From an optimization exercise on the open Yosys and OpenROAD flow, aimed at small area, a short achievable clock period and few clock cycles; shortcuts taken in it are not production practice. At most, simulation tests tie the RTL to the original design; equivalence was not proved. Power and IR drop assume default switching activity.

==> flow/design.v <==
`timescale 1ns / 1ps
module binary_to_bcd( input clk_in,
                      input [5:0] game_state,
                      input start,
                      input [23:0] binary_in,
                      output logic [31:0] bcd_out,
                      output logic busy
    );
    logic [31:0] R;
    logic [3:0]  t;                   
    wire rst = (game_state == 6'd1);
    logic [31:0] ld;
    logic [3:0]  t0;
    logic [3:0] zr, sel;
    always_comb begin
        zr[0] = 1'b1;
        zr[1] = (binary_in[23:19] == '0);
        zr[2] = (binary_in[23:13] == '0);
        zr[3] = (binary_in[23:5] == '0);
        for (int i = 0; i < 4; i++)
            sel[i] = zr[i] & (i == 3 || !zr[i + 1]);
        ld = '0;
        t0 = '0;
        ld = ld | ({32{sel[0]}} & {binary_in[21:0], 8'h0, binary_in[23:22]});
        t0 = t0 | ({4{sel[0]}} & 4'd1);
        ld = ld | ({32{sel[1]}} & {binary_in[15:0], 8'h0, binary_in[23:16]});
        t0 = t0 | ({4{sel[1]}} & 4'd4);
        ld = ld | ({32{sel[2]}} & {binary_in[9:0], 8'h0, binary_in[23:10]});
        t0 = t0 | ({4{sel[2]}} & 4'd7);
        ld = ld | ({32{sel[3]}} & {binary_in[1:0], 8'h0, binary_in[23:2]});
        t0 = t0 | ({4{sel[3]}} & 4'd11);
    end
    function automatic [4:0] dd(input [3:0] d, input c);
        logic [3:0] s;
        s[3] = d[3] | d[2] & (d[1] | d[0]);
        s[2] = d[2] & !d[1] & !d[0] | d[3] & d[0];
        s[1] = d[1] & !d[2] | d[1] & d[0] | d[3] & !d[0];
        s[0] = !d[0] & (d[3] | d[2] & d[1]) | d[0] & !d[3] & !d[2];
        dd = {s, c};
    endfunction
    function automatic int thr(input int j);
        case (j)
            0: thr = 0;
            1: thr = 0;
            2: thr = 8;
            3: thr = 8;
            4: thr = 16;
            5: thr = 16;
            6: thr = 20;
            default: thr = 0;
        endcase
    endfunction
    logic [31:0] nxt, blk;
    always_comb begin
        logic [32:0] r;
        logic z;
        nxt = R;
        for (int l = 0; l < 2; l++) begin
            r[0] = nxt[31];
            for (int j = 0; j < 7; j++)
                if (2 * int'(t) + l >= thr(j))
                    r[4*j +: 5] = dd(nxt[4*j +: 4], r[4*j]);
                else
                    r[4*j +: 5] = {nxt[4*j +: 4], r[4*j]};
            r[32:29] = nxt[31:28];
            nxt = r[31:0];
        end
        blk = nxt;
        z = (nxt[31:28] == 4'd0);
        blk[31] = z;
        blk[29] = z;
        for (int j = 6; j >= 1; j--) begin
            z = z & (nxt[4*j +: 4] == 4'd0);
            blk[4*j+3] = nxt[4*j+3] | z;
            blk[4*j+1] = nxt[4*j+1] | z;
        end
    end
    wire last = (t == 4'd11);
    always_ff @(posedge clk_in) begin
        t <= busy ? t + 1'b1 : t0;
        if (rst) begin
            busy <= 1'b0;
            R    <= '0;
        end else if (busy) begin
            busy <= !last;
            R    <= last ? blk : nxt;
        end else if (start) begin
            busy <= 1'b1;
            R    <= ld;
        end
    end
    assign bcd_out = R;
endmodule
clock: 6.0 ns
lec_check: 0
abc_area: 1
cap_margin: 20
core_margin: 2
core_utilization: 60
setup_slack_margin: 3.5
slew_margin: 20
standard.sh (not shown) runs the stock make flow with config.mk's settings and CLKGATE_MAP_FILE= SYNTH_SCRIPT=/design/flow/synth_recipe.tcl, a recipe that flattens the netlist after the stock synthesis.
==> flow/flow/run.sh <==
#!/bin/bash
# Standard ORFS layout, with plain buf_1 cells as the port buffers.
set -euo pipefail
export BUFFER_PORTS_ARGS="-buffer_cell sky130_fd_sc_hd__buf_1"
bash standard.sh > standard_flow.log 2>&1
The starting point completed without violations.
Testbench counts at the start, summed over its fixed seeds: cycles 25,282.
==> next run, changes <==
--- a/flow/design.v
+++ b/flow/design.v
@@ -8,30 +8,43 @@
     );
     logic [31:0] R;
     logic [3:0]  t;                   
     wire rst = (game_state == 6'd1);
     logic [31:0] ld;
     logic [3:0]  t0;
-    logic [3:0] zr, sel;
+    wire [31:0] ldr0 = {binary_in[19:0], 8'h0, binary_in[23:20]};    
+    wire [31:0] ldr1 = {binary_in[15:0], 8'h0, binary_in[23:16]};    
+    wire [31:0] ldr2 = {binary_in[11:0], 8'h0, binary_in[23:12]};    
+    wire [31:0] ldr3 = {binary_in[7:0], 8'h0, binary_in[23:8]};    
+    wire [31:0] ldr4 = {binary_in[1:0], 8'h0, binary_in[23:2]};    
+    logic [4:0] zr, sel;
+    function automatic [4:0] fx(input [3:0] v);
+        logic ge10;
+        ge10 = v[3] & (v[2] | v[1]);
+        fx = {ge10, v[3] & !ge10, ge10 ? v[2] & v[1] : v[2], v[1] ^ ge10, v[0]};
+    endfunction
     always_comb begin
         zr[0] = 1'b1;
-        zr[1] = (binary_in[23:19] == '0);
-        zr[2] = (binary_in[23:13] == '0);
-        zr[3] = (binary_in[23:5] == '0);
-        for (int i = 0; i < 4; i++)
-            sel[i] = zr[i] & (i == 3 || !zr[i + 1]);
+        zr[1] = (binary_in[23:20] == '0);
+        zr[2] = (binary_in[23:16] == '0);
+        zr[3] = (binary_in[23:12] == '0);
+        zr[4] = (binary_in[23:6] == '0);
+        for (int i = 0; i < 5; i++)
+            sel[i] = zr[i] & (i == 4 || !zr[i + 1]);
         ld = '0;
         t0 = '0;
-        ld = ld | ({32{sel[0]}} & {binary_in[21:0], 8'h0, binary_in[23:22]});
-        t0 = t0 | ({4{sel[0]}} & 4'd1);
-        ld = ld | ({32{sel[1]}} & {binary_in[15:0], 8'h0, binary_in[23:16]});
+        ld = ld | ({32{sel[0]}} & {ldr0[31:5], fx(binary_in[23:20])});
+        t0 = t0 | ({4{sel[0]}} & 4'd2);
+        ld = ld | ({32{sel[1]}} & {ldr1[31:5], fx(binary_in[19:16])});
         t0 = t0 | ({4{sel[1]}} & 4'd4);
-        ld = ld | ({32{sel[2]}} & {binary_in[9:0], 8'h0, binary_in[23:10]});
-        t0 = t0 | ({4{sel[2]}} & 4'd7);
-        ld = ld | ({32{sel[3]}} & {binary_in[1:0], 8'h0, binary_in[23:2]});
-        t0 = t0 | ({4{sel[3]}} & 4'd11);
+        ld = ld | ({32{sel[2]}} & {ldr2[31:5], fx(binary_in[15:12])});
+        t0 = t0 | ({4{sel[2]}} & 4'd6);
+        ld = ld | ({32{sel[3]}} & {ldr3[31:5], fx(binary_in[11:8])});
+        t0 = t0 | ({4{sel[3]}} & 4'd8);
+        ld = ld | ({32{sel[4]}} & {ldr4[31:5], fx(binary_in[5:2])});
+        t0 = t0 | ({4{sel[4]}} & 4'd11);
     end
     function automatic [4:0] dd(input [3:0] d, input c);
         logic [3:0] s;
         s[3] = d[3] | d[2] & (d[1] | d[0]);
         s[2] = d[2] & !d[1] & !d[0] | d[3] & d[0];
         s[1] = d[1] & !d[2] | d[1] & d[0] | d[3] & !d[0];
@@ -73,21 +86,19 @@
             z = z & (nxt[4*j +: 4] == 4'd0);
             blk[4*j+3] = nxt[4*j+3] | z;
             blk[4*j+1] = nxt[4*j+1] | z;
         end
     end
     wire last = (t == 4'd11);
+    wire         go   = !rst & busy;
+    wire         hold = !rst & !busy & !start;
+    wire         load = !rst & !busy & start;
+    wire [31:0]  Rn   = ({32{go}} & (last ? blk : nxt)) | ({32{hold}} & R) | ({32{load}} & ld);
     always_ff @(posedge clk_in) begin
         t <= busy ? t + 1'b1 : t0;
-        if (rst) begin
-            busy <= 1'b0;
-            R    <= '0;
-        end else if (busy) begin
-            busy <= !last;
-            R    <= last ? blk : nxt;
-        end else if (start) begin
-            busy <= 1'b1;
-            R    <= ld;
-        end
+        R <= Rn;
+        if (rst)       busy <= 1'b0;
+        else if (busy) busy <= !last;
+        else           busy <= start;
     end
     assign bcd_out = R;
 endmodule
Effect: Combinational power came out lower by about 3%; global-route usage increases by 0.45 points; synthesized cell count climbs by 6.6%; non-clock buffer count rose by 1; worst setup slack degrades by 0.095 ns; worst hold slack degrades by 0.016 ns; critical path depth goes down by 1; first-iteration DRC count grows by 7.3%; clock power went up by about 4%; clock-buffer cell count fell by 1; final area grows by 8.0%.
No functional check of the RTL was part of the second run of this note.

==> separate check: timing with driven ports <==
How much do the figures lean on ideal ports? The routed layouts below were timed once more, with nothing changed but the port constraints. Step 1 (the two cells are an assumption about what drives the block):
set clk [get_ports {clk_in}]
set_driving_cell -lib_cell sky130_fd_sc_hd__clkbuf_16 $clk
set_driving_cell -lib_cell sky130_fd_sc_hd__buf_2 [delete_from_list [all_inputs] $clk]
Step 2, shift: input delay + t, output delay - t, t = (earliest + latest rising clock arrival at the registers) / 2. This alone moves slack from input paths to output paths. Three values: no drivers, after step 1, after step 2; two values: the first two.
run | t, ns | setup WS [ns] | pins driven straight from the clock port
the first run | 0.321 | 3.659 / 3.664 / 3.343 | 1
the second run | 0.318 | 3.564 / 3.572 / 3.254 | 1
After both steps every run listed still meets setup and hold. For the first run, which loses most, drivers alone change the setup slack by +0.005 ns; drivers and shift together by -0.316 ns.
